Source: an optimization exercise on an open RTL-to-GDS flow (aim: small area). Production flows keep margins and buffers that such runs may drop. The RTL of this run was laid out without a check of its function.

File: flow/design.v
`timescale 1ns / 1ps
module FFT_8pt(
    input clk, reset,
    input [11:0] real_in, imag_in,
    input [2:0] addr_real, addr_imag,
    input wr_en_real, wr_en_imag,
    output [23:0] fft_real_out, fft_imag_out
);
    reg [95:0] real_mem, imag_mem;
    reg [2:0] read_addr_real, read_addr_imag;
    integer a;
    always @(posedge clk) begin
        for (a = 0; a < 8; a = a + 1) begin
            if (wr_en_real && addr_real == a) real_mem[a*12 +: 12] <= {~real_in[11], real_in[10:0]};
            if (wr_en_imag && addr_imag == a) imag_mem[a*12 +: 12] <= {~imag_in[11], imag_in[10:0]};
        end
        if (!wr_en_real) read_addr_real <= addr_real;
        if (!wr_en_imag) read_addr_imag <= addr_imag;
    end
    wire [11:0] mr = real_mem[read_addr_real*12 +: 12];
    wire [11:0] mi = imag_mem[read_addr_imag*12 +: 12];
    reg [2:0] k;
    reg run;
    always @(posedge clk or posedge reset) begin
        if (reset) begin
            k <= 3'd0;
            run <= 1'b0;
        end else begin
            k <= k + 3'd1;
            if (k == 3'd7) run <= 1'b1;
        end
    end
    wire sw = k[0] & k[1];
    wire ng = k[2] & ~k[0];
    wire [11:0] cr = sw ? mi : (mr ^ {12{ng}});
    wire [11:0] ci = (sw ? mr : mi) ^ {12{sw | ng}};
    wire ph1 = ~run & ~k[2];         
    wire ph2 = ~run & k[2];          
    wire nph1 = ~ph1, nrun = ~run;
    wire cqr = ph2 & ~k[0];
    wire cqi = ph2 & (~k[0] | k[1]);
    wire cpc = k[0];
    reg [12:0] qrr [0:3];
    reg [12:0] qri [0:3];
    reg [12:1] prr [0:3];
    reg [12:1] pri [0:3];
    wire [12:0] qer, qei;              
    wire [12:1] per, pei;
    integer q;
    always @(posedge clk) begin
        for (q = 0; q < 3; q = q + 1) begin
            qrr[q] <= qrr[q+1];
            qri[q] <= qri[q+1];
            prr[q] <= prr[q+1];
            pri[q] <= pri[q+1];
        end
        qrr[3] <= qer;
        qri[3] <= qei;
        prr[3] <= per;
        pri[3] <= pei;
    end
    wire [12:0] q0r = qrr[0], q0i = qri[0];
    wire [12:1] p0r = prr[0], p0i = pri[0];
    wire c0, c1, c2, c3, c4, c5, c6, c7, c8, c9, c10, c11, c12, c13, c14, c15, c16, c17, c18, c19, c20, c21, c22, c23, c24, c25, c26, c27, c28, c29, c30, c31, c32, c33, c34, c35, c36, c37, c38, c39, c40, c41, c42, c43, c44, c45, c46, c47, c48, c49, c50, c51, c52, c53, c54, c55, c56, c57, c58, c59, c60, c61, c62, c63, c64, c65, c66, c67, c68, c69, c70, c71, c72, c73, c74, c75, c76, c77, c78, c79, c80, c81, c82, c83, c84, c85, c86, c87, c88, c89, c90, c91, c92, c93, c94, c95, c96, c97, c98, c99, c100, c101, c102, c103, c104, c105, c106, c107, c108, c109, c110, c111, c112, c113, c114, c115, c116, c117, c118, c119, c120, c121, c122, c123, c124, c125, c126, c127, c128, c129, c130, c131, c132, c133, c134, c135, c136, c137, c138, c139, c140, c141, c142, c143, c144, c145, c146, c147, c148, c149, c150, c151, c152, c153, c154, c155, c156, c157, c158, c159, c160, c161, c162, c163, c164, c165, c166, c167, c168, c169, c170, c171, c172, c173, c174, c175;
    assign c0 = q0r[0] & nph1;
    assign c1 = q0r[1] & nph1;
    assign c2 = q0r[2] & nph1;
    assign c3 = q0r[3] & nph1;
    assign c4 = q0r[4] & nph1;
    assign c5 = q0r[5] & nph1;
    assign c6 = q0r[6] & nph1;
    assign c7 = q0r[7] & nph1;
    assign c8 = q0r[8] & nph1;
    assign c9 = q0r[9] & nph1;
    assign c10 = q0r[10] & nph1;
    assign c11 = q0r[11] & nph1;
    assign c12 = cr[0] & nrun;
    assign c13 = cr[1] & nrun;
    assign c14 = cr[2] & nrun;
    assign c15 = cr[3] & nrun;
    assign c16 = cr[4] & nrun;
    assign c17 = cr[5] & nrun;
    assign c18 = cr[6] & nrun;
    assign c19 = cr[7] & nrun;
    assign c20 = cr[8] & nrun;
    assign c21 = cr[9] & nrun;
    assign c22 = cr[10] & nrun;
    assign c23 = cr[11] & nrun;
    fft_fa uc24 (.a(c0), .b(c12), .c(cqr), .s(c24), .co(c25));
    fft_fa uc26 (.a(c1), .b(c13), .c(c25), .s(c26), .co(c27));
    fft_fa uc28 (.a(c2), .b(c14), .c(c27), .s(c28), .co(c29));
    fft_fa uc30 (.a(c3), .b(c15), .c(c29), .s(c30), .co(c31));
    fft_fa uc32 (.a(c4), .b(c16), .c(c31), .s(c32), .co(c33));
    fft_fa uc34 (.a(c5), .b(c17), .c(c33), .s(c34), .co(c35));
    fft_fa uc36 (.a(c6), .b(c18), .c(c35), .s(c36), .co(c37));
    fft_fa uc38 (.a(c7), .b(c19), .c(c37), .s(c38), .co(c39));
    fft_fa uc40 (.a(c8), .b(c20), .c(c39), .s(c40), .co(c41));
    fft_fa uc42 (.a(c9), .b(c21), .c(c41), .s(c42), .co(c43));
    fft_fa uc44 (.a(c10), .b(c22), .c(c43), .s(c44), .co(c45));
    fft_fa uc46 (.a(c11), .b(c23), .c(c45), .s(c46), .co(c47));
    assign c48 = q0r[12] & run;
    assign c49 = c48 ^ c47;
    assign c50 = ~cr[0];
    assign c51 = ~cr[1];
    assign c52 = ~cr[2];
    assign c53 = ~cr[3];
    assign c54 = ~cr[4];
    assign c55 = ~cr[5];
    assign c56 = ~cr[6];
    assign c57 = ~cr[7];
    assign c58 = ~cr[8];
    assign c59 = ~cr[9];
    assign c60 = ~cr[10];
    assign c61 = ~cr[11];
    assign c62 = q0r[0] & c50;
    assign c63 = q0r[0] | c50;
    assign c64 = cpc & c63;
    assign c65 = c62 | c64;
    fft_fa uc66 (.a(q0r[1]), .b(c51), .c(c65), .s(c66), .co(c67));
    fft_fa uc68 (.a(q0r[2]), .b(c52), .c(c67), .s(c68), .co(c69));
    fft_fa uc70 (.a(q0r[3]), .b(c53), .c(c69), .s(c70), .co(c71));
    fft_fa uc72 (.a(q0r[4]), .b(c54), .c(c71), .s(c72), .co(c73));
    fft_fa uc74 (.a(q0r[5]), .b(c55), .c(c73), .s(c74), .co(c75));
    fft_fa uc76 (.a(q0r[6]), .b(c56), .c(c75), .s(c76), .co(c77));
    fft_fa uc78 (.a(q0r[7]), .b(c57), .c(c77), .s(c78), .co(c79));
    fft_fa uc80 (.a(q0r[8]), .b(c58), .c(c79), .s(c80), .co(c81));
    fft_fa uc82 (.a(q0r[9]), .b(c59), .c(c81), .s(c82), .co(c83));
    fft_fa uc84 (.a(q0r[10]), .b(c60), .c(c83), .s(c84), .co(c85));
    fft_fa uc86 (.a(q0r[11]), .b(c61), .c(c85), .s(c86), .co(c87));
    assign qer[0] = c24;
    assign qer[1] = c26;
    assign qer[2] = c28;
    assign qer[3] = c30;
    assign qer[4] = c32;
    assign qer[5] = c34;
    assign qer[6] = c36;
    assign qer[7] = c38;
    assign qer[8] = c40;
    assign qer[9] = c42;
    assign qer[10] = c44;
    assign qer[11] = c46;
    assign qer[12] = c49;
    assign per[1] = run ? ~p0r[1] : c66;
    assign per[2] = run ? ~p0r[2] : c68;
    assign per[3] = run ? ~p0r[3] : c70;
    assign per[4] = run ? ~p0r[4] : c72;
    assign per[5] = run ? ~p0r[5] : c74;
    assign per[6] = run ? ~p0r[6] : c76;
    assign per[7] = run ? ~p0r[7] : c78;
    assign per[8] = run ? ~p0r[8] : c80;
    assign per[9] = run ? ~p0r[9] : c82;
    assign per[10] = run ? ~p0r[10] : c84;
    assign per[11] = run ? ~p0r[11] : c86;
    assign per[12] = run ? ~p0r[12] : c87;
    assign c88 = q0i[0] & nph1;
    assign c89 = q0i[1] & nph1;
    assign c90 = q0i[2] & nph1;
    assign c91 = q0i[3] & nph1;
    assign c92 = q0i[4] & nph1;
    assign c93 = q0i[5] & nph1;
    assign c94 = q0i[6] & nph1;
    assign c95 = q0i[7] & nph1;
    assign c96 = q0i[8] & nph1;
    assign c97 = q0i[9] & nph1;
    assign c98 = q0i[10] & nph1;
    assign c99 = q0i[11] & nph1;
    assign c100 = ci[0] & nrun;
    assign c101 = ci[1] & nrun;
    assign c102 = ci[2] & nrun;
    assign c103 = ci[3] & nrun;
    assign c104 = ci[4] & nrun;
    assign c105 = ci[5] & nrun;
    assign c106 = ci[6] & nrun;
    assign c107 = ci[7] & nrun;
    assign c108 = ci[8] & nrun;
    assign c109 = ci[9] & nrun;
    assign c110 = ci[10] & nrun;
    assign c111 = ci[11] & nrun;
    fft_fa uc112 (.a(c88), .b(c100), .c(cqi), .s(c112), .co(c113));
    fft_fa uc114 (.a(c89), .b(c101), .c(c113), .s(c114), .co(c115));
    fft_fa uc116 (.a(c90), .b(c102), .c(c115), .s(c116), .co(c117));
    fft_fa uc118 (.a(c91), .b(c103), .c(c117), .s(c118), .co(c119));
    fft_fa uc120 (.a(c92), .b(c104), .c(c119), .s(c120), .co(c121));
    fft_fa uc122 (.a(c93), .b(c105), .c(c121), .s(c122), .co(c123));
    fft_fa uc124 (.a(c94), .b(c106), .c(c123), .s(c124), .co(c125));
    fft_fa uc126 (.a(c95), .b(c107), .c(c125), .s(c126), .co(c127));
    fft_fa uc128 (.a(c96), .b(c108), .c(c127), .s(c128), .co(c129));
    fft_fa uc130 (.a(c97), .b(c109), .c(c129), .s(c130), .co(c131));
    fft_fa uc132 (.a(c98), .b(c110), .c(c131), .s(c132), .co(c133));
    fft_fa uc134 (.a(c99), .b(c111), .c(c133), .s(c134), .co(c135));
    assign c136 = q0i[12] & run;
    assign c137 = c136 ^ c135;
    assign c138 = ~ci[0];
    assign c139 = ~ci[1];
    assign c140 = ~ci[2];
    assign c141 = ~ci[3];
    assign c142 = ~ci[4];
    assign c143 = ~ci[5];
    assign c144 = ~ci[6];
    assign c145 = ~ci[7];
    assign c146 = ~ci[8];
    assign c147 = ~ci[9];
    assign c148 = ~ci[10];
    assign c149 = ~ci[11];
    assign c150 = q0i[0] & c138;
    assign c151 = q0i[0] | c138;
    assign c152 = cpc & c151;
    assign c153 = c150 | c152;
    fft_fa uc154 (.a(q0i[1]), .b(c139), .c(c153), .s(c154), .co(c155));
    fft_fa uc156 (.a(q0i[2]), .b(c140), .c(c155), .s(c156), .co(c157));
    fft_fa uc158 (.a(q0i[3]), .b(c141), .c(c157), .s(c158), .co(c159));
    fft_fa uc160 (.a(q0i[4]), .b(c142), .c(c159), .s(c160), .co(c161));
    fft_fa uc162 (.a(q0i[5]), .b(c143), .c(c161), .s(c162), .co(c163));
    fft_fa uc164 (.a(q0i[6]), .b(c144), .c(c163), .s(c164), .co(c165));
    fft_fa uc166 (.a(q0i[7]), .b(c145), .c(c165), .s(c166), .co(c167));
    fft_fa uc168 (.a(q0i[8]), .b(c146), .c(c167), .s(c168), .co(c169));
    fft_fa uc170 (.a(q0i[9]), .b(c147), .c(c169), .s(c170), .co(c171));
    fft_fa uc172 (.a(q0i[10]), .b(c148), .c(c171), .s(c172), .co(c173));
    fft_fa uc174 (.a(q0i[11]), .b(c149), .c(c173), .s(c174), .co(c175));
    assign qei[0] = c112;
    assign qei[1] = c114;
    assign qei[2] = c116;
    assign qei[3] = c118;
    assign qei[4] = c120;
    assign qei[5] = c122;
    assign qei[6] = c124;
    assign qei[7] = c126;
    assign qei[8] = c128;
    assign qei[9] = c130;
    assign qei[10] = c132;
    assign qei[11] = c134;
    assign qei[12] = c137;
    assign pei[1] = run ? ~p0i[1] : c154;
    assign pei[2] = run ? ~p0i[2] : c156;
    assign pei[3] = run ? ~p0i[3] : c158;
    assign pei[4] = run ? ~p0i[4] : c160;
    assign pei[5] = run ? ~p0i[5] : c162;
    assign pei[6] = run ? ~p0i[6] : c164;
    assign pei[7] = run ? ~p0i[7] : c166;
    assign pei[8] = run ? ~p0i[8] : c168;
    assign pei[9] = run ? ~p0i[9] : c170;
    assign pei[10] = run ? ~p0i[10] : c172;
    assign pei[11] = run ? ~p0i[11] : c174;
    assign pei[12] = run ? ~p0i[12] : c175;
    wire [2:0] j = k + 3'd1;
    wire [7:0] tab_lp0r = 8'b11110000;
    wire [7:0] tab_lp2r = 8'b00111100;
    wire [7:0] tab_lp0i = 8'b01111000;
    wire [7:0] tab_lp2i = 8'b00011110;
    wire [12:0] br0 = {prr[1], qrr[1][0] ^ tab_lp0r[j]};
    wire [12:0] br2 = {prr[3], qrr[3][0] ^ tab_lp2r[j]};
    wire [12:0] br1 = qrr[2];
    wire [12:0] br3 = qer;
    wire [12:0] bi0 = {pri[1], qri[1][0] ^ tab_lp0i[j]};
    wire [12:0] bi2 = {pri[3], qri[3][0] ^ tab_lp2i[j]};
    wire [12:0] bi1 = qri[2];
    wire [12:0] bi3 = qei;
    wire odd = j[0];
    wire sn = ~j[0] & (j[1] ^ j[2]);
    wire t1 = j[0] & ~j[1];
    wire t3 = j[0] & j[1];
    wire snt1 = (~j[0] & (j[1] ^ j[2])) | (j[0] & ~j[1]);
    wire snt3 = (~j[0] & (j[1] ^ j[2])) | (j[0] & j[1]);
    wire [7:0] tab_cc0r = 8'b11111100;
    wire cc0r = tab_cc0r[j];
    wire [7:0] tab_cc0i = 8'b11111100;
    wire cc0i = tab_cc0i[j];
    wire [7:0] tab_cc1r = 8'b11101110;
    wire cc1r = tab_cc1r[j];
    wire [7:0] tab_cc1i = 8'b01000100;
    wire cc1i = tab_cc1i[j];
    wire [4:0] kc;
    wire [7:0] tab_kc0 = 8'b00100000;
    assign kc[0] = tab_kc0[j];
    wire [7:0] tab_kc1 = 8'b00100100;
    assign kc[1] = tab_kc1[j];
    wire [7:0] tab_kc2 = 8'b10101010;
    assign kc[2] = tab_kc2[j];
    wire [7:0] tab_kc3 = 8'b01010101;
    assign kc[3] = tab_kc3[j];
    wire [7:0] tab_kc4 = 8'b00100110;
    assign kc[4] = tab_kc4[j];
    wire [23:0] yr, yi;
    wire w0, w1, w2, w3, w4, w5, w6, w7, w8, w9, w10, w11, w12, w13, w14, w15, w16, w17, w18, w19, w20, w21, w22, w23, w24, w25, w26, w27, w28, w29, w30, w31, w32, w33, w34, w35, w36, w37, w38, w39, w40, w41, w42, w43, w44, w45, w46, w47, w48, w49, w50, w51, w52, w53, w54, w55, w56, w57, w58, w59, w60, w61, w62, w63, w64, w65, w66, w67, w68, w69, w70, w71, w72, w73, w74, w75, w76, w77, w78, w79, w80, w81, w82, w83, w84, w85, w86, w87, w88, w89, w90, w91, w92, w93, w94, w95, w96, w97, w98, w99, w100, w101, w102, w103, w104, w105, w106, w107, w108, w109, w110, w111, w112, w113, w114, w115, w116, w117, w118, w119, w120, w121, w122, w123, w124, w125, w126, w127, w128, w129, w130, w131, w132, w133, w134, w135, w136, w137, w138, w139, w140, w141, w142, w143, w144, w145, w146, w147, w148, w149, w150, w151, w152, w153, w154, w155, w156, w157, w158, w159, w160, w161, w162, w163, w164, w165, w166, w167, w168, w169, w170, w171, w172, w173, w174, w175, w176, w177, w178, w179, w180, w181, w182, w183, w184, w185, w186, w187, w188, w189, w190, w191, w192, w193, w194, w195, w196, w197, w198, w199, w200, w201, w202, w203, w204, w205, w206, w207, w208, w209, w210, w211, w212, w213, w214, w215, w216, w217, w218, w219, w220, w221, w222, w223, w224, w225, w226, w227, w228, w229, w230, w231, w232, w233, w234, w235, w236, w237, w238, w239, w240, w241, w242, w243, w244, w245, w246, w247, w248, w249, w250, w251, w252, w253, w254, w255, w256, w257, w258, w259, w260, w261, w262, w263, w264, w265, w266, w267, w268, w269, w270, w271, w272, w273, w274, w275, w276, w277, w278, w279, w280, w281, w282, w283, w284, w285, w286, w287, w288, w289, w290, w291, w292, w293, w294, w295, w296, w297, w298, w299, w300, w301, w302, w303, w304, w305, w306, w307, w308, w309, w310, w311, w312, w313, w314, w315, w316, w317, w318, w319, w320, w321, w322, w323, w324, w325, w326, w327, w328, w329, w330, w331, w332, w333, w334, w335, w336, w337, w338, w339, w340, w341, w342, w343, w344, w345, w346, w347, w348, w349, w350, w351, w352, w353, w354, w355, w356, w357, w358, w359, w360, w361, w362, w363, w364, w365, w366, w367, w368, w369, w370, w371, w372, w373, w374, w375, w376, w377, w378, w379, w380, w381, w382, w383, w384, w385, w386, w387, w388, w389, w390, w391, w392, w393, w394, w395, w396, w397, w398, w399, w400, w401, w402, w403, w404, w405, w406, w407, w408, w409, w410, w411, w412, w413, w414, w415, w416, w417, w418, w419, w420, w421, w422, w423, w424, w425, w426, w427, w428, w429, w430, w431, w432, w433, w434, w435, w436, w437, w438, w439, w440, w441, w442, w443, w444, w445, w446, w447, w448, w449, w450, w451, w452, w453, w454, w455, w456, w457, w458, w459, w460, w461, w462, w463, w464, w465, w466, w467, w468, w469, w470, w471, w472, w473, w474, w475, w476, w477, w478, w479, w480, w481, w482, w483, w484, w485, w486, w487, w488, w489, w490, w491, w492, w493, w494, w495, w496, w497, w498, w499, w500, w501, w502, w503, w504, w505, w506, w507, w508, w509, w510, w511, w512, w513, w514, w515, w516, w517, w518, w519, w520, w521, w522, w523, w524, w525, w526, w527, w528, w529, w530, w531, w532, w533, w534, w535, w536, w537, w538, w539, w540, w541, w542, w543, w544, w545, w546, w547, w548, w549, w550, w551, w552, w553, w554, w555, w556, w557, w558, w559, w560, w561, w562, w563, w564, w565, w566, w567, w568, w569, w570, w571, w572, w573, w574, w575, w576, w577, w578, w579, w580, w581, w582, w583, w584, w585, w586, w587, w588, w589, w590, w591, w592, w593, w594, w595, w596, w597, w598, w599, w600, w601, w602, w603, w604, w605, w606, w607, w608, w609, w610, w611, w612, w613, w614, w615, w616, w617, w618, w619, w620, w621, w622, w623, w624, w625, w626, w627, w628, w629, w630, w631, w632, w633, w634, w635, w636, w637, w638, w639, w640, w641, w642, w643, w644, w645, w646, w647, w648, w649, w650, w651, w652, w653, w654, w655, w656, w657, w658, w659, w660, w661, w662, w663, w664;
    fft_fa uw0 (.a(br0[0]), .b(br2[0]), .c(cc0r), .s(w0), .co(w1));
    fft_fa uw2 (.a(br0[1]), .b(br2[1]), .c(w1), .s(w2), .co(w3));
    fft_fa uw4 (.a(br0[2]), .b(br2[2]), .c(w3), .s(w4), .co(w5));
    fft_fa uw6 (.a(br0[3]), .b(br2[3]), .c(w5), .s(w6), .co(w7));
    fft_fa uw8 (.a(br0[4]), .b(br2[4]), .c(w7), .s(w8), .co(w9));
    fft_fa uw10 (.a(br0[5]), .b(br2[5]), .c(w9), .s(w10), .co(w11));
    fft_fa uw12 (.a(br0[6]), .b(br2[6]), .c(w11), .s(w12), .co(w13));
    fft_fa uw14 (.a(br0[7]), .b(br2[7]), .c(w13), .s(w14), .co(w15));
    fft_fa uw16 (.a(br0[8]), .b(br2[8]), .c(w15), .s(w16), .co(w17));
    fft_fa uw18 (.a(br0[9]), .b(br2[9]), .c(w17), .s(w18), .co(w19));
    fft_fa uw20 (.a(br0[10]), .b(br2[10]), .c(w19), .s(w20), .co(w21));
    fft_fa uw22 (.a(br0[11]), .b(br2[11]), .c(w21), .s(w22), .co(w23));
    fft_fa uw24 (.a(br0[12]), .b(br2[12]), .c(w23), .s(w24), .co(w25));
    fft_fa uw26 (.a(bi0[0]), .b(bi2[0]), .c(cc0i), .s(w26), .co(w27));
    fft_fa uw28 (.a(bi0[1]), .b(bi2[1]), .c(w27), .s(w28), .co(w29));
    fft_fa uw30 (.a(bi0[2]), .b(bi2[2]), .c(w29), .s(w30), .co(w31));
    fft_fa uw32 (.a(bi0[3]), .b(bi2[3]), .c(w31), .s(w32), .co(w33));
    fft_fa uw34 (.a(bi0[4]), .b(bi2[4]), .c(w33), .s(w34), .co(w35));
    fft_fa uw36 (.a(bi0[5]), .b(bi2[5]), .c(w35), .s(w36), .co(w37));
    fft_fa uw38 (.a(bi0[6]), .b(bi2[6]), .c(w37), .s(w38), .co(w39));
    fft_fa uw40 (.a(bi0[7]), .b(bi2[7]), .c(w39), .s(w40), .co(w41));
    fft_fa uw42 (.a(bi0[8]), .b(bi2[8]), .c(w41), .s(w42), .co(w43));
    fft_fa uw44 (.a(bi0[9]), .b(bi2[9]), .c(w43), .s(w44), .co(w45));
    fft_fa uw46 (.a(bi0[10]), .b(bi2[10]), .c(w45), .s(w46), .co(w47));
    fft_fa uw48 (.a(bi0[11]), .b(bi2[11]), .c(w47), .s(w48), .co(w49));
    fft_fa uw50 (.a(bi0[12]), .b(bi2[12]), .c(w49), .s(w50), .co(w51));
    assign w52 = ~bi3[0];
    assign w53 = ~bi3[1];
    assign w54 = ~bi3[2];
    assign w55 = ~bi3[3];
    assign w56 = ~bi3[4];
    assign w57 = ~bi3[5];
    assign w58 = ~bi3[6];
    assign w59 = ~bi3[7];
    assign w60 = ~bi3[8];
    assign w61 = ~bi3[9];
    assign w62 = ~bi3[10];
    assign w63 = ~bi3[11];
    assign w64 = ~bi3[12];
    fft_fa uw65 (.a(br1[0]), .b(w52), .c(cc1r), .s(w65), .co(w66));
    fft_fa uw67 (.a(br1[1]), .b(w53), .c(w66), .s(w67), .co(w68));
    fft_fa uw69 (.a(br1[2]), .b(w54), .c(w68), .s(w69), .co(w70));
    fft_fa uw71 (.a(br1[3]), .b(w55), .c(w70), .s(w71), .co(w72));
    fft_fa uw73 (.a(br1[4]), .b(w56), .c(w72), .s(w73), .co(w74));
    fft_fa uw75 (.a(br1[5]), .b(w57), .c(w74), .s(w75), .co(w76));
    fft_fa uw77 (.a(br1[6]), .b(w58), .c(w76), .s(w77), .co(w78));
    fft_fa uw79 (.a(br1[7]), .b(w59), .c(w78), .s(w79), .co(w80));
    fft_fa uw81 (.a(br1[8]), .b(w60), .c(w80), .s(w81), .co(w82));
    fft_fa uw83 (.a(br1[9]), .b(w61), .c(w82), .s(w83), .co(w84));
    fft_fa uw85 (.a(br1[10]), .b(w62), .c(w84), .s(w85), .co(w86));
    fft_fa uw87 (.a(br1[11]), .b(w63), .c(w86), .s(w87), .co(w88));
    fft_fa uw89 (.a(br1[12]), .b(w64), .c(w88), .s(w89), .co(w90));
    fft_fa uw91 (.a(bi1[0]), .b(br3[0]), .c(cc1i), .s(w91), .co(w92));
    fft_fa uw93 (.a(bi1[1]), .b(br3[1]), .c(w92), .s(w93), .co(w94));
    fft_fa uw95 (.a(bi1[2]), .b(br3[2]), .c(w94), .s(w95), .co(w96));
    fft_fa uw97 (.a(bi1[3]), .b(br3[3]), .c(w96), .s(w97), .co(w98));
    fft_fa uw99 (.a(bi1[4]), .b(br3[4]), .c(w98), .s(w99), .co(w100));
    fft_fa uw101 (.a(bi1[5]), .b(br3[5]), .c(w100), .s(w101), .co(w102));
    fft_fa uw103 (.a(bi1[6]), .b(br3[6]), .c(w102), .s(w103), .co(w104));
    fft_fa uw105 (.a(bi1[7]), .b(br3[7]), .c(w104), .s(w105), .co(w106));
    fft_fa uw107 (.a(bi1[8]), .b(br3[8]), .c(w106), .s(w107), .co(w108));
    fft_fa uw109 (.a(bi1[9]), .b(br3[9]), .c(w108), .s(w109), .co(w110));
    fft_fa uw111 (.a(bi1[10]), .b(br3[10]), .c(w110), .s(w111), .co(w112));
    fft_fa uw113 (.a(bi1[11]), .b(br3[11]), .c(w112), .s(w113), .co(w114));
    fft_fa uw115 (.a(bi1[12]), .b(br3[12]), .c(w114), .s(w115), .co(w116));
    assign w117 = t1 ? w91 : w65;
    assign w118 = w117 ^ sn;
    assign w119 = t1 ? w93 : w67;
    assign w120 = w119 ^ sn;
    assign w121 = t1 ? w95 : w69;
    assign w122 = w121 ^ sn;
    assign w123 = t1 ? w97 : w71;
    assign w124 = w123 ^ sn;
    assign w125 = t1 ? w99 : w73;
    assign w126 = w125 ^ sn;
    assign w127 = t1 ? w101 : w75;
    assign w128 = w127 ^ sn;
    assign w129 = t1 ? w103 : w77;
    assign w130 = w129 ^ sn;
    assign w131 = t1 ? w105 : w79;
    assign w132 = w131 ^ sn;
    assign w133 = t1 ? w107 : w81;
    assign w134 = w133 ^ sn;
    assign w135 = t1 ? w109 : w83;
    assign w136 = w135 ^ sn;
    assign w137 = t1 ? w111 : w85;
    assign w138 = w137 ^ sn;
    assign w139 = t1 ? w113 : w87;
    assign w140 = w139 ^ sn;
    assign w141 = t1 ? w115 : w89;
    assign w142 = w141 ^ sn;
    assign w143 = t1 ? w116 : w90;
    assign w144 = w143 ^ sn;
    assign w145 = t1 ? w65 : w91;
    assign w146 = w145 ^ snt1;
    assign w147 = t1 ? w67 : w93;
    assign w148 = w147 ^ snt1;
    assign w149 = t1 ? w69 : w95;
    assign w150 = w149 ^ snt1;
    assign w151 = t1 ? w71 : w97;
    assign w152 = w151 ^ snt1;
    assign w153 = t1 ? w73 : w99;
    assign w154 = w153 ^ snt1;
    assign w155 = t1 ? w75 : w101;
    assign w156 = w155 ^ snt1;
    assign w157 = t1 ? w77 : w103;
    assign w158 = w157 ^ snt1;
    assign w159 = t1 ? w79 : w105;
    assign w160 = w159 ^ snt1;
    assign w161 = t1 ? w81 : w107;
    assign w162 = w161 ^ snt1;
    assign w163 = t1 ? w83 : w109;
    assign w164 = w163 ^ snt1;
    assign w165 = t1 ? w85 : w111;
    assign w166 = w165 ^ snt1;
    assign w167 = t1 ? w87 : w113;
    assign w168 = w167 ^ snt1;
    assign w169 = t1 ? w89 : w115;
    assign w170 = w169 ^ snt1;
    assign w171 = t1 ? w90 : w116;
    assign w172 = w171 ^ snt1;
    assign w173 = w0 ^ sn;
    assign w174 = w2 ^ sn;
    assign w175 = w4 ^ sn;
    assign w176 = w6 ^ sn;
    assign w177 = w8 ^ sn;
    assign w178 = w10 ^ sn;
    assign w179 = w12 ^ sn;
    assign w180 = w14 ^ sn;
    assign w181 = w16 ^ sn;
    assign w182 = w18 ^ sn;
    assign w183 = w20 ^ sn;
    assign w184 = w22 ^ sn;
    assign w185 = w24 ^ sn;
    assign w186 = w25 ^ sn;
    assign w187 = w26 & odd;
    assign w188 = w187 ^ t3;
    assign w189 = w28 & odd;
    assign w190 = w189 ^ t3;
    assign w191 = w30 & odd;
    assign w192 = w191 ^ t3;
    assign w193 = w32 & odd;
    assign w194 = w193 ^ t3;
    assign w195 = w34 & odd;
    assign w196 = w195 ^ t3;
    assign w197 = w36 & odd;
    assign w198 = w197 ^ t3;
    assign w199 = w38 & odd;
    assign w200 = w199 ^ t3;
    assign w201 = w40 & odd;
    assign w202 = w201 ^ t3;
    assign w203 = w42 & odd;
    assign w204 = w203 ^ t3;
    assign w205 = w44 & odd;
    assign w206 = w205 ^ t3;
    assign w207 = w46 & odd;
    assign w208 = w207 ^ t3;
    assign w209 = w48 & odd;
    assign w210 = w209 ^ t3;
    assign w211 = w50 & odd;
    assign w212 = w211 ^ t3;
    assign w213 = w51 & odd;
    assign w214 = w213 ^ t3;
    fft_fa uw215 (.a(w173), .b(w188), .c(snt3), .s(w215), .co(w216));
    fft_fa uw217 (.a(w174), .b(w190), .c(w216), .s(w217), .co(w218));
    fft_fa uw219 (.a(w175), .b(w192), .c(w218), .s(w219), .co(w220));
    fft_fa uw221 (.a(w176), .b(w194), .c(w220), .s(w221), .co(w222));
    fft_fa uw223 (.a(w177), .b(w196), .c(w222), .s(w223), .co(w224));
    fft_fa uw225 (.a(w178), .b(w198), .c(w224), .s(w225), .co(w226));
    fft_fa uw227 (.a(w179), .b(w200), .c(w226), .s(w227), .co(w228));
    fft_fa uw229 (.a(w180), .b(w202), .c(w228), .s(w229), .co(w230));
    fft_fa uw231 (.a(w181), .b(w204), .c(w230), .s(w231), .co(w232));
    fft_fa uw233 (.a(w182), .b(w206), .c(w232), .s(w233), .co(w234));
    fft_fa uw235 (.a(w183), .b(w208), .c(w234), .s(w235), .co(w236));
    fft_fa uw237 (.a(w184), .b(w210), .c(w236), .s(w237), .co(w238));
    fft_fa uw239 (.a(w185), .b(w212), .c(w238), .s(w239), .co(w240));
    fft_fa uw241 (.a(w186), .b(w214), .c(w240), .s(w241), .co(w242));
    assign w243 = w26 ^ sn;
    assign w244 = w28 ^ sn;
    assign w245 = w30 ^ sn;
    assign w246 = w32 ^ sn;
    assign w247 = w34 ^ sn;
    assign w248 = w36 ^ sn;
    assign w249 = w38 ^ sn;
    assign w250 = w40 ^ sn;
    assign w251 = w42 ^ sn;
    assign w252 = w44 ^ sn;
    assign w253 = w46 ^ sn;
    assign w254 = w48 ^ sn;
    assign w255 = w50 ^ sn;
    assign w256 = w51 ^ sn;
    assign w257 = w0 & odd;
    assign w258 = w257 ^ t1;
    assign w259 = w2 & odd;
    assign w260 = w259 ^ t1;
    assign w261 = w4 & odd;
    assign w262 = w261 ^ t1;
    assign w263 = w6 & odd;
    assign w264 = w263 ^ t1;
    assign w265 = w8 & odd;
    assign w266 = w265 ^ t1;
    assign w267 = w10 & odd;
    assign w268 = w267 ^ t1;
    assign w269 = w12 & odd;
    assign w270 = w269 ^ t1;
    assign w271 = w14 & odd;
    assign w272 = w271 ^ t1;
    assign w273 = w16 & odd;
    assign w274 = w273 ^ t1;
    assign w275 = w18 & odd;
    assign w276 = w275 ^ t1;
    assign w277 = w20 & odd;
    assign w278 = w277 ^ t1;
    assign w279 = w22 & odd;
    assign w280 = w279 ^ t1;
    assign w281 = w24 & odd;
    assign w282 = w281 ^ t1;
    assign w283 = w25 & odd;
    assign w284 = w283 ^ t1;
    fft_fa uw285 (.a(w243), .b(w258), .c(snt1), .s(w285), .co(w286));
    fft_fa uw287 (.a(w244), .b(w260), .c(w286), .s(w287), .co(w288));
    fft_fa uw289 (.a(w245), .b(w262), .c(w288), .s(w289), .co(w290));
    fft_fa uw291 (.a(w246), .b(w264), .c(w290), .s(w291), .co(w292));
    fft_fa uw293 (.a(w247), .b(w266), .c(w292), .s(w293), .co(w294));
    fft_fa uw295 (.a(w248), .b(w268), .c(w294), .s(w295), .co(w296));
    fft_fa uw297 (.a(w249), .b(w270), .c(w296), .s(w297), .co(w298));
    fft_fa uw299 (.a(w250), .b(w272), .c(w298), .s(w299), .co(w300));
    fft_fa uw301 (.a(w251), .b(w274), .c(w300), .s(w301), .co(w302));
    fft_fa uw303 (.a(w252), .b(w276), .c(w302), .s(w303), .co(w304));
    fft_fa uw305 (.a(w253), .b(w278), .c(w304), .s(w305), .co(w306));
    fft_fa uw307 (.a(w254), .b(w280), .c(w306), .s(w307), .co(w308));
    fft_fa uw309 (.a(w255), .b(w282), .c(w308), .s(w309), .co(w310));
    fft_fa uw311 (.a(w256), .b(w284), .c(w310), .s(w311), .co(w312));
    assign w313 = w215 & odd;
    assign w314 = w217 & odd;
    assign w315 = w219 & odd;
    assign w316 = w221 & odd;
    assign w317 = w223 & odd;
    assign w318 = w225 & odd;
    assign w319 = w227 & odd;
    assign w320 = w229 & odd;
    assign w321 = w231 & odd;
    assign w322 = w233 & odd;
    assign w323 = w235 & odd;
    assign w324 = w237 & odd;
    assign w325 = w239 & odd;
    assign w326 = w241 & odd;
    assign w327 = w242 & odd;
    fft_ha uw328 (.a(w315), .b(w313), .s(w328), .co(w329));
    fft_fa uw330 (.a(w316), .b(w314), .c(w329), .s(w330), .co(w331));
    fft_fa uw332 (.a(w317), .b(w315), .c(w331), .s(w332), .co(w333));
    fft_fa uw334 (.a(w318), .b(w316), .c(w333), .s(w334), .co(w335));
    fft_fa uw336 (.a(w319), .b(w317), .c(w335), .s(w336), .co(w337));
    fft_fa uw338 (.a(w320), .b(w318), .c(w337), .s(w338), .co(w339));
    fft_fa uw340 (.a(w321), .b(w319), .c(w339), .s(w340), .co(w341));
    fft_fa uw342 (.a(w322), .b(w320), .c(w341), .s(w342), .co(w343));
    fft_fa uw344 (.a(w323), .b(w321), .c(w343), .s(w344), .co(w345));
    fft_fa uw346 (.a(w324), .b(w322), .c(w345), .s(w346), .co(w347));
    fft_fa uw348 (.a(w325), .b(w323), .c(w347), .s(w348), .co(w349));
    fft_fa uw350 (.a(w326), .b(w324), .c(w349), .s(w350), .co(w351));
    fft_fa uw352 (.a(w327), .b(w325), .c(w351), .s(w352), .co(w353));
    fft_ha uw354 (.a(w326), .b(w353), .s(w354), .co(w355));
    fft_ha uw356 (.a(w327), .b(w355), .s(w356), .co(w357));
    assign w358 = ~w313;
    assign w359 = ~w314;
    assign w360 = ~w328;
    assign w361 = ~w330;
    assign w362 = ~w332;
    assign w363 = ~w334;
    assign w364 = ~w336;
    assign w365 = ~w338;
    assign w366 = ~w340;
    assign w367 = ~w342;
    assign w368 = ~w344;
    assign w369 = ~w346;
    assign w370 = ~w348;
    assign w371 = ~w350;
    assign w372 = ~w352;
    assign w373 = ~w354;
    assign w374 = ~w356;
    assign w375 = ~w357;
    assign w376 = ~(w332 ^ w358);
    assign w377 = w332 | w358;
    fft_fa uw378 (.a(w334), .b(w359), .c(kc[0]), .s(w378), .co(w379));
    fft_fa uw380 (.a(w336), .b(w360), .c(kc[0]), .s(w380), .co(w381));
    fft_fa uw382 (.a(w338), .b(w361), .c(w381), .s(w382), .co(w383));
    fft_fa uw384 (.a(w118), .b(w215), .c(w340), .s(w384), .co(w385));
    fft_fa uw386 (.a(w362), .b(kc[1]), .c(w383), .s(w386), .co(w387));
    fft_fa uw388 (.a(w120), .b(w217), .c(w342), .s(w388), .co(w389));
    fft_fa uw390 (.a(w363), .b(w385), .c(w387), .s(w390), .co(w391));
    fft_fa uw392 (.a(w122), .b(w219), .c(w344), .s(w392), .co(w393));
    fft_fa uw394 (.a(w364), .b(w389), .c(w391), .s(w394), .co(w395));
    fft_fa uw396 (.a(w124), .b(w221), .c(w346), .s(w396), .co(w397));
    fft_fa uw398 (.a(w365), .b(w393), .c(w395), .s(w398), .co(w399));
    fft_fa uw400 (.a(w126), .b(w223), .c(w348), .s(w400), .co(w401));
    fft_fa uw402 (.a(w366), .b(w397), .c(w399), .s(w402), .co(w403));
    fft_fa uw404 (.a(w128), .b(w225), .c(w350), .s(w404), .co(w405));
    fft_fa uw406 (.a(w367), .b(w401), .c(w403), .s(w406), .co(w407));
    fft_fa uw408 (.a(w130), .b(w227), .c(w352), .s(w408), .co(w409));
    fft_fa uw410 (.a(w368), .b(kc[2]), .c(w405), .s(w410), .co(w411));
    fft_fa uw412 (.a(w407), .b(w408), .c(w410), .s(w412), .co(w413));
    fft_fa uw414 (.a(w132), .b(w229), .c(w354), .s(w414), .co(w415));
    fft_fa uw416 (.a(w369), .b(kc[2]), .c(w409), .s(w416), .co(w417));
    fft_fa uw418 (.a(w411), .b(w413), .c(w414), .s(w418), .co(w419));
    fft_fa uw420 (.a(w134), .b(w231), .c(w356), .s(w420), .co(w421));
    fft_fa uw422 (.a(w370), .b(w415), .c(w417), .s(w422), .co(w423));
    fft_fa uw424 (.a(w419), .b(w420), .c(w422), .s(w424), .co(w425));
    fft_fa uw426 (.a(w136), .b(w233), .c(w357), .s(w426), .co(w427));
    fft_fa uw428 (.a(w371), .b(kc[2]), .c(w421), .s(w428), .co(w429));
    fft_fa uw430 (.a(w423), .b(w425), .c(w426), .s(w430), .co(w431));
    fft_fa uw432 (.a(w138), .b(w235), .c(w372), .s(w432), .co(w433));
    fft_fa uw434 (.a(w427), .b(w429), .c(w431), .s(w434), .co(w435));
    fft_fa uw436 (.a(w140), .b(w237), .c(w373), .s(w436), .co(w437));
    fft_fa uw438 (.a(w433), .b(w435), .c(w436), .s(w438), .co(w439));
    fft_fa uw440 (.a(w142), .b(w239), .c(w374), .s(w440), .co(w441));
    fft_fa uw442 (.a(kc[2]), .b(w437), .c(w439), .s(w442), .co(w443));
    fft_fa uw444 (.a(w144), .b(w241), .c(w375), .s(w444), .co(w445));
    fft_fa uw446 (.a(kc[2]), .b(w441), .c(w443), .s(w446), .co(w447));
    fft_fa uw448 (.a(w242), .b(kc[2]), .c(w445), .s(w448), .co(w449));
    fft_ha uw450 (.a(w314), .b(kc[0]), .s(w450), .co(w451));
    fft_ha uw452 (.a(w328), .b(w451), .s(w452), .co(w453));
    fft_fa uw454 (.a(w330), .b(kc[0]), .c(w453), .s(w454), .co(w455));
    fft_ha uw456 (.a(w376), .b(w455), .s(w456), .co(w457));
    fft_fa uw458 (.a(w377), .b(w378), .c(w457), .s(w458), .co(w459));
    fft_fa uw460 (.a(w379), .b(w380), .c(w459), .s(w460), .co(w461));
    fft_ha uw462 (.a(w382), .b(w461), .s(w462), .co(w463));
    fft_fa uw464 (.a(w384), .b(w386), .c(w463), .s(w464), .co(w465));
    fft_fa uw466 (.a(w388), .b(w390), .c(w465), .s(w466), .co(w467));
    fft_fa uw468 (.a(w392), .b(w394), .c(w467), .s(w468), .co(w469));
    fft_fa uw470 (.a(w396), .b(w398), .c(w469), .s(w470), .co(w471));
    fft_fa uw472 (.a(w400), .b(w402), .c(w471), .s(w472), .co(w473));
    fft_fa uw474 (.a(w404), .b(w406), .c(w473), .s(w474), .co(w475));
    fft_ha uw476 (.a(w412), .b(w475), .s(w476), .co(w477));
    fft_fa uw478 (.a(w416), .b(w418), .c(w477), .s(w478), .co(w479));
    fft_ha uw480 (.a(w424), .b(w479), .s(w480), .co(w481));
    fft_fa uw482 (.a(w428), .b(w430), .c(w481), .s(w482), .co(w483));
    fft_fa uw484 (.a(w432), .b(w434), .c(w483), .s(w484), .co(w485));
    fft_ha uw486 (.a(w438), .b(w485), .s(w486), .co(w487));
    fft_fa uw488 (.a(w440), .b(w442), .c(w487), .s(w488), .co(w489));
    fft_fa uw490 (.a(w444), .b(w446), .c(w489), .s(w490), .co(w491));
    fft_fa uw492 (.a(w447), .b(w448), .c(w491), .s(w492), .co(w493));
    fft_fa uw494 (.a(kc[3]), .b(w449), .c(w493), .s(w494), .co(w495));
    assign w496 = w285 & odd;
    assign w497 = w287 & odd;
    assign w498 = w289 & odd;
    assign w499 = w291 & odd;
    assign w500 = w293 & odd;
    assign w501 = w295 & odd;
    assign w502 = w297 & odd;
    assign w503 = w299 & odd;
    assign w504 = w301 & odd;
    assign w505 = w303 & odd;
    assign w506 = w305 & odd;
    assign w507 = w307 & odd;
    assign w508 = w309 & odd;
    assign w509 = w311 & odd;
    assign w510 = w312 & odd;
    fft_ha uw511 (.a(w498), .b(w496), .s(w511), .co(w512));
    fft_fa uw513 (.a(w499), .b(w497), .c(w512), .s(w513), .co(w514));
    fft_fa uw515 (.a(w500), .b(w498), .c(w514), .s(w515), .co(w516));
    fft_fa uw517 (.a(w501), .b(w499), .c(w516), .s(w517), .co(w518));
    fft_fa uw519 (.a(w502), .b(w500), .c(w518), .s(w519), .co(w520));
    fft_fa uw521 (.a(w503), .b(w501), .c(w520), .s(w521), .co(w522));
    fft_fa uw523 (.a(w504), .b(w502), .c(w522), .s(w523), .co(w524));
    fft_fa uw525 (.a(w505), .b(w503), .c(w524), .s(w525), .co(w526));
    fft_fa uw527 (.a(w506), .b(w504), .c(w526), .s(w527), .co(w528));
    fft_fa uw529 (.a(w507), .b(w505), .c(w528), .s(w529), .co(w530));
    fft_fa uw531 (.a(w508), .b(w506), .c(w530), .s(w531), .co(w532));
    fft_fa uw533 (.a(w509), .b(w507), .c(w532), .s(w533), .co(w534));
    fft_fa uw535 (.a(w510), .b(w508), .c(w534), .s(w535), .co(w536));
    fft_ha uw537 (.a(w509), .b(w536), .s(w537), .co(w538));
    fft_ha uw539 (.a(w510), .b(w538), .s(w539), .co(w540));
    assign w541 = ~w496;
    assign w542 = ~w497;
    assign w543 = ~w511;
    assign w544 = ~w513;
    assign w545 = ~w515;
    assign w546 = ~w517;
    assign w547 = ~w519;
    assign w548 = ~w521;
    assign w549 = ~w523;
    assign w550 = ~w525;
    assign w551 = ~w527;
    assign w552 = ~w529;
    assign w553 = ~w531;
    assign w554 = ~w533;
    assign w555 = ~w535;
    assign w556 = ~w537;
    assign w557 = ~w539;
    assign w558 = ~w540;
    assign w559 = ~(w515 ^ w541);
    assign w560 = w515 | w541;
    fft_fa uw561 (.a(w517), .b(w542), .c(w560), .s(w561), .co(w562));
    fft_fa uw563 (.a(w519), .b(w543), .c(w562), .s(w563), .co(w564));
    fft_fa uw565 (.a(w521), .b(w544), .c(w564), .s(w565), .co(w566));
    fft_fa uw567 (.a(w146), .b(w285), .c(w523), .s(w567), .co(w568));
    fft_fa uw569 (.a(w545), .b(kc[4]), .c(w566), .s(w569), .co(w570));
    fft_fa uw571 (.a(w148), .b(w287), .c(w525), .s(w571), .co(w572));
    fft_fa uw573 (.a(w546), .b(w568), .c(w570), .s(w573), .co(w574));
    fft_fa uw575 (.a(w150), .b(w289), .c(w527), .s(w575), .co(w576));
    fft_fa uw577 (.a(w547), .b(w572), .c(w574), .s(w577), .co(w578));
    fft_fa uw579 (.a(w152), .b(w291), .c(w529), .s(w579), .co(w580));
    fft_fa uw581 (.a(w548), .b(w576), .c(w578), .s(w581), .co(w582));
    fft_fa uw583 (.a(w154), .b(w293), .c(w531), .s(w583), .co(w584));
    fft_fa uw585 (.a(w549), .b(w580), .c(w582), .s(w585), .co(w586));
    fft_fa uw587 (.a(w156), .b(w295), .c(w533), .s(w587), .co(w588));
    fft_fa uw589 (.a(w550), .b(w584), .c(w586), .s(w589), .co(w590));
    fft_fa uw591 (.a(w158), .b(w297), .c(w535), .s(w591), .co(w592));
    fft_fa uw593 (.a(w551), .b(kc[2]), .c(w588), .s(w593), .co(w594));
    fft_fa uw595 (.a(w590), .b(w591), .c(w593), .s(w595), .co(w596));
    fft_fa uw597 (.a(w160), .b(w299), .c(w537), .s(w597), .co(w598));
    fft_fa uw599 (.a(w552), .b(kc[2]), .c(w592), .s(w599), .co(w600));
    fft_fa uw601 (.a(w594), .b(w596), .c(w597), .s(w601), .co(w602));
    fft_fa uw603 (.a(w162), .b(w301), .c(w539), .s(w603), .co(w604));
    fft_fa uw605 (.a(w553), .b(w598), .c(w600), .s(w605), .co(w606));
    fft_fa uw607 (.a(w602), .b(w603), .c(w605), .s(w607), .co(w608));
    fft_fa uw609 (.a(w164), .b(w303), .c(w540), .s(w609), .co(w610));
    fft_fa uw611 (.a(w554), .b(kc[2]), .c(w604), .s(w611), .co(w612));
    fft_fa uw613 (.a(w606), .b(w608), .c(w609), .s(w613), .co(w614));
    fft_fa uw615 (.a(w166), .b(w305), .c(w555), .s(w615), .co(w616));
    fft_fa uw617 (.a(w610), .b(w612), .c(w614), .s(w617), .co(w618));
    fft_fa uw619 (.a(w168), .b(w307), .c(w556), .s(w619), .co(w620));
    fft_fa uw621 (.a(w616), .b(w618), .c(w619), .s(w621), .co(w622));
    fft_fa uw623 (.a(w170), .b(w309), .c(w557), .s(w623), .co(w624));
    fft_fa uw625 (.a(kc[2]), .b(w620), .c(w622), .s(w625), .co(w626));
    fft_fa uw627 (.a(w172), .b(w311), .c(w558), .s(w627), .co(w628));
    fft_fa uw629 (.a(kc[2]), .b(w624), .c(w626), .s(w629), .co(w630));
    fft_fa uw631 (.a(w312), .b(kc[2]), .c(w628), .s(w631), .co(w632));
    fft_ha uw633 (.a(w567), .b(w569), .s(w633), .co(w634));
    fft_fa uw635 (.a(w571), .b(w573), .c(w634), .s(w635), .co(w636));
    fft_fa uw637 (.a(w575), .b(w577), .c(w636), .s(w637), .co(w638));
    fft_fa uw639 (.a(w579), .b(w581), .c(w638), .s(w639), .co(w640));
    fft_fa uw641 (.a(w583), .b(w585), .c(w640), .s(w641), .co(w642));
    fft_fa uw643 (.a(w587), .b(w589), .c(w642), .s(w643), .co(w644));
    fft_ha uw645 (.a(w595), .b(w644), .s(w645), .co(w646));
    fft_fa uw647 (.a(w599), .b(w601), .c(w646), .s(w647), .co(w648));
    fft_ha uw649 (.a(w607), .b(w648), .s(w649), .co(w650));
    fft_fa uw651 (.a(w611), .b(w613), .c(w650), .s(w651), .co(w652));
    fft_fa uw653 (.a(w615), .b(w617), .c(w652), .s(w653), .co(w654));
    fft_ha uw655 (.a(w621), .b(w654), .s(w655), .co(w656));
    fft_fa uw657 (.a(w623), .b(w625), .c(w656), .s(w657), .co(w658));
    fft_fa uw659 (.a(w627), .b(w629), .c(w658), .s(w659), .co(w660));
    fft_fa uw661 (.a(w630), .b(w631), .c(w660), .s(w661), .co(w662));
    fft_fa uw663 (.a(kc[3]), .b(w632), .c(w662), .s(w663), .co(w664));
    assign yr[0] = w313;
    assign yr[1] = w450;
    assign yr[2] = w452;
    assign yr[3] = w454;
    assign yr[4] = w456;
    assign yr[5] = w458;
    assign yr[6] = w460;
    assign yr[7] = w462;
    assign yr[8] = w464;
    assign yr[9] = w466;
    assign yr[10] = w468;
    assign yr[11] = w470;
    assign yr[12] = w472;
    assign yr[13] = w474;
    assign yr[14] = w476;
    assign yr[15] = w478;
    assign yr[16] = w480;
    assign yr[17] = w482;
    assign yr[18] = w484;
    assign yr[19] = w486;
    assign yr[20] = w488;
    assign yr[21] = w490;
    assign yr[22] = w492;
    assign yr[23] = w494;
    assign yi[0] = w496;
    assign yi[1] = w497;
    assign yi[2] = w511;
    assign yi[3] = w513;
    assign yi[4] = w559;
    assign yi[5] = w561;
    assign yi[6] = w563;
    assign yi[7] = w565;
    assign yi[8] = w633;
    assign yi[9] = w635;
    assign yi[10] = w637;
    assign yi[11] = w639;
    assign yi[12] = w641;
    assign yi[13] = w643;
    assign yi[14] = w645;
    assign yi[15] = w647;
    assign yi[16] = w649;
    assign yi[17] = w651;
    assign yi[18] = w653;
    assign yi[19] = w655;
    assign yi[20] = w657;
    assign yi[21] = w659;
    assign yi[22] = w661;
    assign yi[23] = w663;
    reg [23:0] out_r, out_i;
    always @(posedge clk) begin
        out_r <= yr;
        out_i <= yi;
    end
    assign fft_real_out = out_r;
    assign fft_imag_out = out_i;
endmodule
module fft_fa(input a, b, c, output s, co);
    assign s = a ^ b ^ c;
    assign co = (a & b) | (a & c) | (b & c);
endmodule
module fft_ha(input a, b, output s, co);
    assign s = a ^ b;
    assign co = a & b;
endmodule
File: flow/flow/run.sh
#!/bin/bash
# Standard layout, with these changes: ports are buffered with the smallest
# buffer; the clock tree uses clkbuf_4 leaves and no dummy loads; buffers
# that synthesis added are removed and its upsized cells set back to drive 1
# after floorplanning (repair_design and repair_timing resize as needed).
set -euo pipefail
export BUFFER_PORTS_ARGS="-buffer_cell sky130_fd_sc_hd__buf_1"
export CTS_ARGS="-sink_clustering_enable -repair_clock_nets -dont_use_dummy_load -sink_clustering_size 10 -sink_clustering_max_diameter 50 -buf_list sky130_fd_sc_hd__clkbuf_4 -root_buf sky130_fd_sc_hd__clkbuf_16"
export REMOVE_ABC_BUFFERS=1
export POST_FLOORPLAN_TCL="$PWD/flow/downsize.tcl"
bash standard.sh > standard.log 2>&1
File: flow/flow/downsize.tcl
# Set every combinational cell to the smallest-area drive strength of the
# same cell, and let placement's repair_design and repair_timing size back up
# what the layout needs.
set db [ord::get_db]
set block [ord::get_db_block]
set n 0
foreach inst [$block getInsts] {
  set m [$inst getMaster]
  set name [$m getName]
  if {![regexp {^(sky130_fd_sc_hd__[a-z0-9]+)_([0-9]+)$} $name -> base drv]} { continue }
  if {[string match "*__df*" $base] || [string match "*__edf*" $base] \
      || [string match "*clk*" $base] || [string match "*conb*" $base]} { continue }
  set best $m
  set barea [expr {[$m getWidth] * [$m getHeight]}]
  foreach d {0 1 2} {
    set c [$db findMaster ${base}_$d]
    if {$c == "NULL" || $c == ""} { continue }
    set a [expr {[$c getWidth] * [$c getHeight]}]
    if {$a < $barea} { set best $c; set barea $a }
  }
  if {$best != $m} {
    $inst swapMaster $best
    incr n
  }
}
puts "downsize.tcl: $n instances resized"
File: flow/standard.sh
#!/bin/bash
# synth_recipe.tcl (not shown) runs the flow's synth.tcl, then flattens the netlist and writes it again
# the make line also repeats each setting of config.mk as NAME=value (left out here)
make -C /OpenROAD-flow-scripts/flow DESIGN_CONFIG=/design/flow/config.mk WORK_HOME=/design/flow/orfs CLKGATE_MAP_FILE= SYNTH_SCRIPT=/design/flow/synth_recipe.tcl "${@:-finish}"
File: flow/config.mk
export PLATFORM = sky130hd
export DESIGN_NAME = FFT_8pt
export DESIGN_NICKNAME = FFT_8pt
export VERILOG_FILES = /design/flow/design.v
export SDC_FILE = /design/flow/constraint.sdc
export NUM_CORES = 4
export LEC_CHECK = 0
export CAP_MARGIN = 10
export CORE_MARGIN = 2
export CORE_UTILIZATION = 65
export SLEW_MARGIN = 10
export SYNTH_HIERARCHICAL = 1
File: flow/constraint.sdc
create_clock -name core_clock -period 16.0 [get_ports {clk}]
set_input_delay 3.2000 -clock core_clock [delete_from_list [all_inputs] [get_ports {clk}]]
set_output_delay 3.2000 -clock core_clock [all_outputs]
set_load 0.01 [all_outputs]
==> summary.txt <==
Die
  • Area of the core: 32,500 um^2
  • Starting density of the core: 66.0%
  • Height of the die: 186 um
  • Die area: 34,500 um^2
  • Die width: 186 um
  • Row cnt: 66
  • # IOs: 82

Timing
  • Final period util: 94.2%
  • Post-route setup TNS: 0 ps
  • Setup Skew: 47.7 ps
  • Hold Violations, Final: 0
  • Max-slew headroom: 37.4%
  • Crit path time final: 15,070 ps
  • Endpoints failing setup: 0
  • Setup WS post-layout: 926 ps
  • Least-Margin Pin Slew: 913 ps
  • Max-slew violations: 0
  • Highest Clock Rate: 66.3 MHz
  • RSZ-0062 raised after global routing: no

Critical path
  • Most common cell on crit path: fa_1
  • CP Data Arrival Time: 15,490 ps
  • CP Class: flip-flop to flip-flop
  • Worst r2r src: k[0]
  • R2R setup slack: 930 ps
  • CP max stage cell: fa_1
  • CP Data Required Time: 16,410 ps
  • Critical R2R Capture: out_i[23]
  • Startpoint Class: flip-flop
  • Crit path max fanout: 11
  • Setup crit end kind: flip-flop
  • Crit-path max cell delay: 580 ps
  • Worst r2r path cells: 37

Clock network
  • Hold Buf Count CTS: 0
  • Clock transition at the registers of the reported paths: 120 ps
  • TritonCTS Buffers: 52
  • Clock buffer depth: 3
  • # H-tree levels: 2
  • TritonCTS sink count: 450
  • CTS tree: built
  • Root Buffer: clkbuf_16
  • CTS-repair resized insts: 0
  • Post-CTS Setup Inserts: 0
  • Clock Latency Late Sink: 560 ps

Cells and area
  • Cell Count, Final, Fillers Out: 1,879
  • Nets@finish: 1,751
  • Area Growth Syn to Fin: 4.34%
  • Fillers: 2,252
  • Antenna diode count: 0
  • Register area: 11,000 um^2
  • Share of layout cells above drive strength 1: 9.67%
  • Final core occ: 68.9%
  • Multi-input gate area: 9490 um^2

Drt
  • DRT iter0 DRCs: 454
  • DR WL/cell: 20.1 um
  • Detailed Route WL: 37,700 um
  • Antenna Nets Post-Route: 0
  • Vias: 9,987
  • DRC Markers: 0
  • Vias/cell: 5.32
  • 1st-pass router iterations: 5

Logic synthesis
  • Flops & latches, synth: 450
  • Synth Instances: 1,327
  • Register area share after synthesis: 51.3%
  • Post-Syn Area per Cell: 16.2 um^2
  • Yosys Warn Count: 11
  • Cell variety after synth: 39
  • Post-Synthesis Cell Area: 21,500 um^2

Placement
  • Dpl hpwl: 28,000 um
  • Post-Place Worst Slack: 849 ps
  • Dpl cells: 1,827
  • Number of port buffers: 81
  • RD Place Congestion: 0.920

Global route
  • Pin count of the biggest net entering global routing: 62
  • Initial antenna violation count: 0
  • First-pass GRT wire length: 59,800 um
  • GRT overflow: 0
  • Total track usage: 23.5%
  • Vias in the first global route: 10,900

Min path
  • Worst hold start: qrr[3][8]
  • WHS Endpoint: qrr[2][8]
  • HP Class: flip-flop to flip-flop
  • Hold Crit Depth: 0

Flow run
  • Max Cap Violations: 0

Run status
  • Status: timing/DRC/antenna clean
[cells in the mapped netlist]
library cell,n,share of area [%]
fa_1,250,23
dfxtp_1,248,23
edfxtp_1,198,28
inv_1,85,1.5
xnor2_1,78,3.2
mux2i_1,66,3.1
nand2_1,52,0.91
nor2b_1,51,1.5
mux4_2,46,4.8
xor2_1,38,1.5
ha_1,28,1.6
mux2i_4,24,2.5
clkbuf_1,21,0.37
nor2_1,21,0.37
buf_2,16,0.37
a21oi_1,13,0.30
o21ai_0,12,0.28
o21a_1,11,0.38
o21ba_1,11,0.51
o21bai_1,11,0.38
nand2b_1,9,0.26
buf_6,8,0.42
dfrtp_1,4,0.47
nor3_1,4,0.093
buf_1,3,0.052
inv_2,3,0.052
buf_12,2,0.19
buf_4,2,0.070
mux4_1,2,0.24
a211oi_2,1,0.058
a21o_1,1,0.035
a222oi_1,1,0.047
a2bb2oi_1,1,0.041
and2_1,1,0.029
clkbuf_4,1,0.035
clkbuf_8,1,0.064
o21ai_1,1,0.023
o311ai_1,1,0.041
or2_1,1,0.029
[per-stage QoR]
stage                     hold WS (ps)  cell area (um^2)
final                              298             22400
after global routing               312             22400
after CTS                          301             22400
after detailed placement           312             21900
after global placement             310             21900
after floorplan                    310             21100
[worst max-delay path, delay by kind of cell (launching register included)]
kind	cells	cell delay, ps
buffers and inverters	1	90
and+or+nand+nor	2	330
adders and majority gates	32	13660
xor gates and xnor gates	2	350
DFF	1	500
[routing by layer]
layer / GRT usage, % / vias up / wire, um
li1: - / 4640 / -
met1: 32.1 / 5066 / 16700
met2: 38.2 / 202 / 18100
met3: 4.93 / 79 / 1690
met4: 7.56 / 0 / 1200
met5: 0 / - / 0
[state kept, by name, indices dropped and copies added, names as in the netlist]
signal,flops
imag_mem,96
real_mem,96
qri,52
qrr,52
pri,48
prr,48
out_i,24
out_r,24
k,3
read_addr_imag,3
read_addr_real,3
run,1
[cells in the final DEF, fill, tap and decap left out, types with 3 or more instances in the layout]
| cell type | count |
|---|---|
| fa_1 | 250 |
| ha_1 | 26 |
| inv_2 | 3 |
| nor2_1 | 21 |
| o21bai_1 | 11 |
| o21ba_1 | 11 |
| o21a_1 | 11 |
| buf_4 | 31 |
| buf_1 | 81 |
| mux4_2 | 48 |
| edfxtp_1 | 198 |
| mux2i_1 | 89 |
| a21oi_1 | 13 |
| nor2b_1 | 51 |
| clkbuf_4 | 47 |
| clkbuf_16 | 5 |
| dfrtp_1 | 3 |
| dfxtp_1 | 248 |
| o21ai_0 | 12 |
| nor3_1 | 4 |
| xor2_1 | 38 |
| inv_1 | 85 |
| nand2_1 | 51 |
| nand2b_1 | 9 |
| xnor2_1 | 78 |
[cells by family after synthesis]
logic type	count (synthesis)	share of synthesized area, %
mux	138	10.7
flops	450	51.3
simple gates	139	3.18
xor+xnor	116	4.73
fa+ha+maj	278	24.9
buf+inv	142	3.11
compound gates	64	2.11
[Yosys stat by module (local to each module, per instance)]
module | cells | area (um^2) | copies in the design | flops+latches
FFT_8pt | 1060 | 16300 | 1 | 450
fft_fa | 1 | 20.0 | 250 | 0
fft_ha | 1 | 12.5 | 17 | 0
[worst max-delay path by stage]
stage / start / to / slack [ps] / depth (start not counted)
after floorplan: k[0] / out_i[23] / -330 / 35
after global placement: k[0] / out_i[23] / 970 / 37
after detailed placement: k[0] / out_i[23] / 850 / 37
after CTS: k[0] / out_i[23] / 850 / 37
after global routing: k[0] / out_i[23] / 490 / 37
final: k[0] / out_i[23] / 930 / 37
[layout make-up]
cell class	instances	area share [%]
sequential	450	49.2
multi-input combinational	735	42.4
tap	442	2.47
timing repair buffer	112	2.40
clock buffer	52	2.13
inverter	88	1.47

[port drivers added, routing unchanged]
How much do the figures lean on ideal ports? The routed layout below was timed once more, with nothing changed but the port constraints. Step 1: set_driving_cell puts a clkbuf_16 on clk and a buf_2 on each other input, an assumption about the parent block. Step 2 adds t to the input delays and takes it off the output delays; t is the mean of the earliest and latest rising clock arrival at the registers after step 1. Input paths then give back, and output paths get back, about the clock's delay inside the block. Slacks: ideal / step 1 / step 2; pairs: ideal / step 1.
t (ns): 0.586
setup slack, ns: 0.926 / 0.926 / 0.926
hold WS [ns]: 0.298 / 0.298 / 0.298
latest minus earliest clock arrival (ns): 0.048 / 0.047
slew at the worst register clock pin (ns): 0.12 / 0.12
After both steps setup and hold are still met in this run. For this run, drivers alone change the setup slack by 0.000 ns; drivers and shift together by 0.000 ns.
